This is an optimization exercise on Yosys and OpenROAD, whose aim is small area, a short achievable clock period and few clock cycles per item, not a production implementation.
In this exercise RTL edits were held to simulation tests only and were not proved equivalent to the original.

**config.mk**
```make
export PLATFORM = sky130hd
export DESIGN_NAME = chacha20
export DESIGN_NICKNAME = chacha20
export VERILOG_FILES = /design/flow/design.v
export SDC_FILE = /design/flow/constraint.sdc
export NUM_CORES = 8
export LEC_CHECK = 0
export CAP_MARGIN = 30
export CORE_MARGIN = 2
export CORE_UTILIZATION = 35
export SETUP_SLACK_MARGIN = 0.5
export SLEW_MARGIN = 20
```
**design.v**
```verilog
`default_nettype none
module chacha20_quarter(input wire [31:0] ai, bi, ci, di,
                        output reg [31:0] a, b, c, d);
    always @(*) begin a=ai; b=bi; c=ci; d=di;
        a = a + b; d = d ^ a; d = {d[31-16:0], d[31:32-16]};
        c = c + d; b = b ^ c; b = {b[31-12:0], b[31:32-12]};
        a = a + b; d = d ^ a; d = {d[31-8:0], d[31:32-8]};
        c = c + d; b = b ^ c; b = {b[31-7:0], b[31:32-7]};
    end
endmodule
module chacha20(input wire clock,
                input wire reset,  
                input wire start,
                input  wire [255:0] key,
                input  wire [63:0] index,  
                input  wire [63:0] nonce,
                output reg done,
                output wire [511:0] out);
    function automatic [31:0] LE32(input [31:0] a);
        LE32 = {a[7:0], a[15:8], a[23:16], a[31:24]};
    endfunction
    localparam CONST = 128'h657870616e642033322d62797465206b;  
    wire [511:0] init ={CONST, key, LE32(index[31:0]), LE32(index[63:32]), nonce};
    parameter ROUNDS=20;
    reg [4:0] i;  
    reg [31:0] x [0:15];
    wire [31:0] x_init [0:15];
    wire [31:0] x_final [0:15];
    genvar j; generate for (j = 0; j < 16; j = j + 1) begin: gen
        assign x_init [j] =      LE32(init[511 - 32*j -: 32]        );
        assign x_final[j] = LE32(LE32(init[511 - 32*j -: 32]) + x[j]);
    end endgenerate
    wire v = i[0] == 0;  
    wire [31:0] a1, a2, a3, a4, b1, b2, b3, b4, c1, c2, c3, c4, d1, d2, d3, d4;
    chacha20_quarter q1(.ai(x[0]), .bi(x[v?4:5]), .ci(x[v?8:10]), .di(x[v?12:15]),
                        .a(a1),    .b(b1),        .c(c1),         .d(d1));
    chacha20_quarter q2(.ai(x[1]), .bi(x[v?5:6]), .ci(x[v?9:11]), .di(x[v?13:12]),
                        .a(a2),    .b(b2),        .c(c2),         .d(d2));
    chacha20_quarter q3(.ai(x[2]), .bi(x[v?6:7]), .ci(x[v?10:8]), .di(x[v?14:13]),
                        .a(a3),    .b(b3),        .c(c3),         .d(d3));
    chacha20_quarter q4(.ai(x[3]), .bi(x[v?7:4]), .ci(x[v?11:9]), .di(x[v?15:14]),
                        .a(a4),    .b(b4),        .c(c4),         .d(d4));
    always @(posedge clock) begin
        if (i < ROUNDS) begin
            {x[0], x[4], x[ 8], x[12]} <= {a1, v?b1:b4, v?c1:c3, v?d1:d2};
            {x[1], x[5], x[ 9], x[13]} <= {a2, v?b2:b1, v?c2:c4, v?d2:d3};
            {x[2], x[6], x[10], x[14]} <= {a3, v?b3:b2, v?c3:c1, v?d3:d4};
            {x[3], x[7], x[11], x[15]} <= {a4, v?b4:b3, v?c4:c2, v?d4:d1};
        end
        if (start) begin
            i <= 0;
            {x[0],x[1],x[2],x[3],x[4],x[5],x[6],x[7],x[8],x[9],x[10],x[11],x[12],x[13],x[14],x[15]} <= {x_init[0],x_init[1],x_init[2],x_init[3],x_init[4],x_init[5],x_init[6],x_init[7],x_init[8],x_init[9],x_init[10],x_init[11],x_init[12],x_init[13],x_init[14],x_init[15]};
        end
        if (i < ROUNDS+1) i <= i + 1;
        if (i == ROUNDS) begin
            done <= 1;
            {x[0],x[1],x[2],x[3],x[4],x[5],x[6],x[7],x[8],x[9],x[10],x[11],x[12],x[13],x[14],x[15]} <= {x_final[0],x_final[1],x_final[2],x_final[3],x_final[4],x_final[5],x_final[6],x_final[7],x_final[8],x_final[9],x_final[10],x_final[11],x_final[12],x_final[13],x_final[14],x_final[15]};
        end
        if (done) done <= 0;
        if (reset) begin
            i <= ROUNDS+1;
            done <= 0;
        end
    end
    assign out = {x[0],x[1],x[2],x[3],x[4],x[5],x[6],x[7],x[8],x[9],x[10],x[11],x[12],x[13],x[14],x[15]};
endmodule
```
**constraint.sdc**
```tcl
create_clock -name core_clock -period 14.0 [get_ports {clock}]
set_input_delay 2.8000 -clock core_clock [delete_from_list [all_inputs] [get_ports {clock}]]
set_output_delay 2.8000 -clock core_clock [all_outputs]
set_load 0.01 [all_outputs]
```
**run.sh**
```bash
#!/bin/bash
# synth_recipe.tcl (not shown) runs the flow's synth.tcl, then flattens the netlist and writes it again
# the make line also repeats each setting of config.mk as NAME=value (left out here)
make -C /OpenROAD-flow-scripts/flow DESIGN_CONFIG=/design/flow/config.mk WORK_HOME=/design/flow/orfs CLKGATE_MAP_FILE= SYNTH_SCRIPT=/design/flow/synth_recipe.tcl finish
```
==> run notes <==
[final timing paths]
| kind | start | end | cells after the start |
|---|---|---|---|
| worst min-delay path | done$_SDFF_PP0_ | done$_SDFF_PP0_ | 1 |
| worst max-delay path | i[0]$_SDFFE_PP1P_ | x[9][30]$_DFFE_PP_ | 68 |
| worst min register to register | done$_SDFF_PP0_ | done$_SDFF_PP0_ | 1 |
| worst max register to register | i[0]$_SDFFE_PP1P_ | x[9][30]$_DFFE_PP_ | 68 |
[state kept, by name (all words and copies together) (netlist names)]
name and count:
x 512, done 1, i 5
[critical path: cells and delay by family, from the launching register on]
kind	cells	cell delay (ps)
DFF	1	350
muxes	2	730
AOI/OAI and AO/OA	36	6870
xor gates and xnor gates	6	1010
and+or+nand+nor	7	1180
buffers and inverters	13	2000
adders and majority gates	4	1310
[per-layer routing]
layer	share of wire, %	track usage, %
met1	36	62.4
met2	38	70.4
met3	14	21.5
met4	11	44.6
met5	0.079	0.347
[final cells by class]
type | count | share of cell area, %
multi-input combinational | 8697 | 58.2
timing repair buffer | 2770 | 21.0
sequential | 518 | 13.6
tap | 3026 | 3.33
clock buffer | 91 | 1.74
inverter | 452 | 1.50
clock inverter | 43 | 0.407
antenna | 91 | 0.200
[cell usage in the layout (no fill, tap or decap), types with 215 or more instances in the layout]
cell type,instances
xor2_1,526
a21o_1,215
mux2i_1,300
nand2_1,795
nor3_1,262
xnor2_1,742
o21ai_0,654
clkdlybuf4s50_1,898
buf_4,1792
ha_1,789
nor2_1,811
edfxtp_1,512
a21oi_1,805
inv_1,441
[metrics by stage]
step	util, %	setup slack, ps	setup TNS (ps)
after floorplan	-	502	0
after global placement	46.1	-1160	-24360
after detailed placement	46.1	-1120	-28050
after CTS	47.8	445	0
after global routing	49.2	55.2	0
final	49.3	295	0
[kinds of logic (layout without fill, tap and decap cells)]
logic type / after synthesis / after routing / synth area share [%]
DFF: 518 / 518 / 19.1
and+or+nand+nor: 2830 / 2830 / 16.3
other: 0 / 91 / 0
xor gates and xnor gates: 1449 / 1449 / 16.5
AOI/OAI and AO/OA: 3011 / 3011 / 23.7
adders and majority gates: 879 / 879 / 13.8
muxes: 528 / 528 / 6.82
buffers and inverters: 820 / 3356 / 3.87
[repair_timing]
item,in CTS,in global routing
pin swaps,88,279
gates cloned,1,4
endpoints found under the hold margin,0,0
buffers inserted,43,113
gates resized for setup,199,425
setup endpoints to repair,120,149
==> impl_metrics.yaml <==
routing:
  routedWlPerCell_um: 41.0
  drcViolationCount: 0
  num_vias: 102000
  via_density_per_instance: 6.49
  post_detailed_routing_wire_length_mm: 643
  first_pass_iters: 9
  drtAntennaViolNets: 0
  detailed_route_iter0_violations: 16900
sta:
  min_period_ps: 13710
  rsz0062_at_grt: "true"
  fmaxAchievable_mhz: 73.0
  tightest_slew_ps: 1230
  finalSetupViolations: 0
  fin_worst_skew_ps: 66.0
  fin_hold_ws_ps: 442
  hold_violations: 0
  slew_viol_final: 0
  worst_slew_margin_rel_pct: 15.6
  ratio_of_final_minimum_period_to_clock_period_pct: 97.9
cells_and_area:
  drive_above_1_share_pct: 22.7
  register_area_um2: 15500
  fin_nets: 13800
  multi_input_area_um2: 66100
  n_fill_cell: 22300
  final_cells: 15700
  areaGrowthSynthToFinish_pct: 39.9
  finalInstanceArea_um2: 114000
yosys:
  mappedNetlistNets: 11300
  ys_dominant_reg_cell: "edfxtp_1"
  yosys.cell_types.count: 124
  yosys_warnings: 4
  yosys.area.top_type: "edfxtp_1"
  synth_most_common_cell: "a21oi_1"
  postSynthRegisterBits: 518
  count_of_flip_flops_with_a_built_in_enable_after_synthesis: 512
  ys_top_cells_by_area: "edfxtp_1, ha_1, xnor2_1"
  synth_area_per_cell_um2: 8.10
  cell_types_with_the_highest_counts_after_synthesis: "a21oi_1, ha_1, xnor2_1, nor2_1, nand2_1"
  netlist_area_um2: 81200
  ys_async_sr_fraction_pct: 0
  synth_top_area_share_pct: 18.9
  synthCells: 10000
  ys_seq_area_share_pct: 19.1
outcome:
  status: "complete, no violations"
critical_path:
  worst-path-max-fanout: 6
  ff2ff_setup_slack_ps: 290
  crit_top_cell: "buf_4"
  worst-setup-path-type: "flip-flop to flip-flop"
  worst_path_max_delay_cell: "o211ai_1"
  critical_path.endpoint_type: "flip-flop"
  cp-start-kind: "flip-flop"
  cp_data_required_time_ps: 14600
  slowest_delay_ps: 640
  arrival_time_of_the_worst_setup_path_ps: 14300
grt:
  globalRouteOverflowTotal: 0
  grt_pass1_wl_mm: 827
  grt_max_degree: 152
  grt_use_total_pct: 51.8
  initial_antenna_violation_count: 137
  grt_pass1_vias: 91300
placed_design:
  placedInstanceArea_um2: 106000
  detailed_place_hpwl_mm: 544
  gp_congestion: 1.17
  port-buffer-count: 899
  dpl.cell_count: 15300
cts:
  cts.htree.levels: 3
  clk_transition_reported_paths_ps: 60
  tritoncts_clock_tree: "done"
  numClockSinks: 518
  cts_hold_buffers: 0
  cts_root_buffer: "clkbuf_16"
  clk_latency_ps: 820
  clock_path_buffers: 3
  numCtsBuffers: 76
floorplan:
  floorplan.core_area_um2: 230000
  fp.dieArea_um2: 236000
  io_pins: 900
  fp.dieW_um: 486
  placementRows: 176
  effective_utilization_at_floorplan_pct: 35.3
  vertical_die_dimension_um: 486
min_path:
  holdCritPathClass: "flip-flop to flip-flop"
flow_run:
  max_cap_violations: 0
Testbench counts, summed over its fixed seeds: cycles 5,632, blocks 256.

-- port drivers added, routing unchanged --
How much do the figures lean on ideal ports? The routed layout below was timed once more, with nothing changed but the port constraints. Step 1, drivers: a clkbuf_16 drives clock and a buf_2 each remaining input, both assumed. Step 2 adds t to the input delays and takes it off the output delays; t is the mean of the earliest and latest rising clock arrival at the registers after step 1. Input paths then give back, and output paths get back, about the clock's delay inside the block. Three values: ideal ports, drivers, drivers and shift; two values: the first two.
t (ns): 0.898
setup slack, ns: 0.295 / 0.295 / 0.295
hold WS [ns]: 0.442 / 0.442 / 0.442
clock arrival spread, ns: 0.068 / 0.068
worst data-port slew with drivers (ns): 0.27
After both steps this run still meets setup and hold. For this run, drivers alone change the setup slack by 0.000 ns; drivers and shift together by 0.000 ns.
